Source: an optimization exercise on an open RTL-to-GDS flow (aim: small area and a short achievable clock period). Production flows keep margins and buffers that such runs may drop.
The RTL was checked by simulation tests, not by an equivalence proof against the original design.
Power and IR drop assume default switching activity.

run a:
## cordic
module cordic(clk, angle, sine, cosine);
  input clk;
  input signed [31:0] angle;
  output signed [15:0] sine;
  output signed [15:0] cosine;
  reg [31:0] a0;
  always @(posedge clk) a0 <= angle;
  wire dk_1 = ~a0[29];
  wire zp1_p0 = a0[0] ^ 1'b1;
  wire zp1_g0 = a0[0] & 1'b1;
  wire zp1_p1 = a0[1] ^ 1'b0;
  wire zp1_g1 = a0[1] & 1'b0;
  wire zp1_p2 = a0[2] ^ 1'b1;
  wire zp1_g2 = a0[2] & 1'b1;
  wire zp1_p3 = a0[3] ^ 1'b1;
  wire zp1_g3 = a0[3] & 1'b1;
  wire zp1_p4 = a0[4] ^ 1'b1;
  wire zp1_g4 = a0[4] & 1'b1;
  wire zp1_p5 = a0[5] ^ 1'b0;
  wire zp1_g5 = a0[5] & 1'b0;
  wire zp1_p6 = a0[6] ^ 1'b0;
  wire zp1_g6 = a0[6] & 1'b0;
  wire zp1_p7 = a0[7] ^ 1'b0;
  wire zp1_g7 = a0[7] & 1'b0;
  wire zp1_p8 = a0[8] ^ 1'b1;
  wire zp1_g8 = a0[8] & 1'b1;
  wire zp1_p9 = a0[9] ^ 1'b0;
  wire zp1_g9 = a0[9] & 1'b0;
  wire zp1_p10 = a0[10] ^ 1'b1;
  wire zp1_g10 = a0[10] & 1'b1;
  wire zp1_p11 = a0[11] ^ 1'b0;
  wire zp1_g11 = a0[11] & 1'b0;
  wire zp1_p12 = a0[12] ^ 1'b0;
  wire zp1_g12 = a0[12] & 1'b0;
  wire zp1_p13 = a0[13] ^ 1'b0;
  wire zp1_g13 = a0[13] & 1'b0;
  wire zp1_p14 = a0[14] ^ 1'b0;
  wire zp1_g14 = a0[14] & 1'b0;
  wire zp1_p15 = a0[15] ^ 1'b0;
  wire zp1_g15 = a0[15] & 1'b0;
  wire zp1_p16 = a0[16] ^ 1'b0;
  wire zp1_g16 = a0[16] & 1'b0;
  wire zp1_p17 = a0[17] ^ 1'b0;
  wire zp1_g17 = a0[17] & 1'b0;
  wire zp1_p18 = a0[18] ^ 1'b1;
  wire zp1_g18 = a0[18] & 1'b1;
  wire zp1_p19 = a0[19] ^ 1'b0;
  wire zp1_g19 = a0[19] & 1'b0;
  wire zp1_p20 = a0[20] ^ 1'b0;
  wire zp1_g20 = a0[20] & 1'b0;
  wire zp1_p21 = a0[21] ^ 1'b1;
  wire zp1_g21 = a0[21] & 1'b1;
  wire zp1_p22 = a0[22] ^ 1'b1;
  wire zp1_g22 = a0[22] & 1'b1;
  wire zp1_p23 = a0[23] ^ 1'b1;
  wire zp1_g23 = a0[23] & 1'b1;
  wire zp1_p24 = a0[24] ^ 1'b0;
  wire zp1_g24 = a0[24] & 1'b0;
  wire zp1_p25 = a0[25] ^ 1'b1;
  wire zp1_g25 = a0[25] & 1'b1;
  wire zp1_p26 = a0[26] ^ 1'b0;
  wire zp1_g26 = a0[26] & 1'b0;
  wire zp1_p27 = a0[27] ^ 1'b0;
  wire zp1_g27 = a0[27] & 1'b0;
  wire zp1_p28 = a0[28] ^ 1'b1;
  wire zp1_g28 = a0[28] & 1'b1;
  ...
clock: 3.5 ns
lec_check: 0
cap_margin: 20
core_margin: 2
core_utilization: 40
cts_buf_list: sky130_fd_sc_hd__clkbuf_8
cts_cluster_diameter: 80
cts_cluster_size: 20
setup_slack_margin: 1.1
slew_margin: 20
standard.sh (not shown) runs the stock make flow with config.mk's settings and CLKGATE_MAP_FILE= SYNTH_SCRIPT=/design/flow/synth_recipe.tcl, a recipe that flattens the netlist after the stock synthesis.
==> flow/flow/run.sh <==
#!/bin/bash
# Own layout flow: the standard flow (standard.sh) with these changes to how
# the layout is made:
#  1. synthesis is the standard synthesis script (synth_recipe.tcl), but ABC
#     maps the logic without the slow 4-high stacked cells and a few slow two-stage cells (patch_abc.py) and
#     without first mapping adders to fa/ha cells (ADDER_MAP_FILE empty);
#     registers are mapped before ABC, so they are the standard synthesis's;
#  2. port buffers are buf_2 cells instead of the delay cell buffer_ports picks;
#  3. the resizer may swap a cell for any cell of the same function.
# Each step's full output goes to a log file in this folder.
set -uo pipefail
here=$(pwd)
rm -rf "$here/myscripts"
cp -r "$FLOW_HOME/scripts" "$here/myscripts"
python3 flow/patch_abc.py "$here/myscripts/synth_preamble.tcl" > patch.log 2>&1 || exit 1
bash standard.sh SCRIPTS_DIR="$here/myscripts" ADDER_MAP_FILE= synth > synth.log 2>&1 || exit 1
export BUFFER_PORTS_ARGS="-buffer_cell sky130_fd_sc_hd__buf_2"
bash standard.sh MATCH_CELL_FOOTPRINT=0 finish > layout.log 2>&1
==> flow/flow/patch_abc.py <==
# Adds -dont_use for the slow 4-high stacked cells to ABC's arguments only.
import sys
p = sys.argv[1]
s = open(p).read()
anchor = 'set abc_args [list -script $abc_script \\\n  {*}$lib_args {*}$lib_dont_use_args -constr $::env(OBJECTS_DIR)/abc.constr]\n'
assert anchor in s, "anchor not found"
cells = ("a2111o a2111oi o2111a o2111ai a311o a311oi o311a o311ai a41o a41oi o41a o41ai "
         "or4 or4b or4bb nor4 nor4b nor4bb and4 and4b and4bb a221o a221oi o221a o221ai "
         "a222oi a32o a32oi o32a o32ai maj3 or3 or3b and3b o31a a31o o2bb2a a2bb2o").split()
extra = "foreach c {%s} {\n  lappend abc_args -dont_use sky130_fd_sc_hd__${c}_*\n}\n" % " ".join(cells)
open(p, "w").write(s.replace(anchor, anchor + extra))
print("patched", p)
### run a -> run b
Settings: CTS_BUF_LIST: sky130_fd_sc_hd__clkbuf_8 -> unset; CTS_CLUSTER_SIZE: 20 -> 30; SETUP_SLACK_MARGIN: 1.1 -> 1.6; CTS_CLUSTER_DIAMETER: 80 -> 100.
-- flow/flow/run.sh --
<<< run a, line 5
#     maps the logic without the slow 4-high stacked cells and a few slow two-stage cells (patch_abc.py) and
>>> run b, line 5
#     maps the logic without the slow 4-high stacked cells (patch_abc.py) and
-- flow/flow/patch_abc.py --
<<< run a, line 9
         "a222oi a32o a32oi o32a o32ai maj3 or3 or3b and3b o31a a31o o2bb2a a2bb2o").split()
>>> run b, line 9
         "a222oi a32o a32oi o32a o32ai").split()
==> comparison <==
- In the reports for run b and run a, the smaller final wirelength belongs to run a.
- Delta (run b minus run a): number of multi-input combinational cells now smaller, synthesized cell area lower, count of filler cells inserted in the layout now smaller, measured slew at the worst slew-check pin fell by 290 ps, total power now larger.
- For run a, the worst setup path endpoint was x6[1], unlike run b, where it was z7[24].
- A worst setup path startpoint of d4_2 is what run a shows, while z6[3] belongs to run b.

## static timing again, ports no longer ideal
The results above use ideal ports. As a check the final layouts listed here were re-extracted and re-timed, cells and wires unchanged. Step 1, drivers: a clkbuf_16 drives clk and a buf_2 each remaining input, both assumed. Step 2 times the ports against the registers' clock, not the clock port: input delays grow and output delays shrink by t, the midpoint of the rising clock arrivals with the driver on. Three values: ideal ports, drivers, drivers and shift; two values: the first two.
| run | shift t [ns] | setup slack, ns | worst slew at a driven data input, ns |
|---|---|---|---|
| run a | 0.662 | 1.180 / 1.180 / 1.180 | 0.06 |
| run b | 0.649 | 1.150 / 1.150 / 1.150 | 0.05 |
After both steps setup and hold are still met in every run listed.
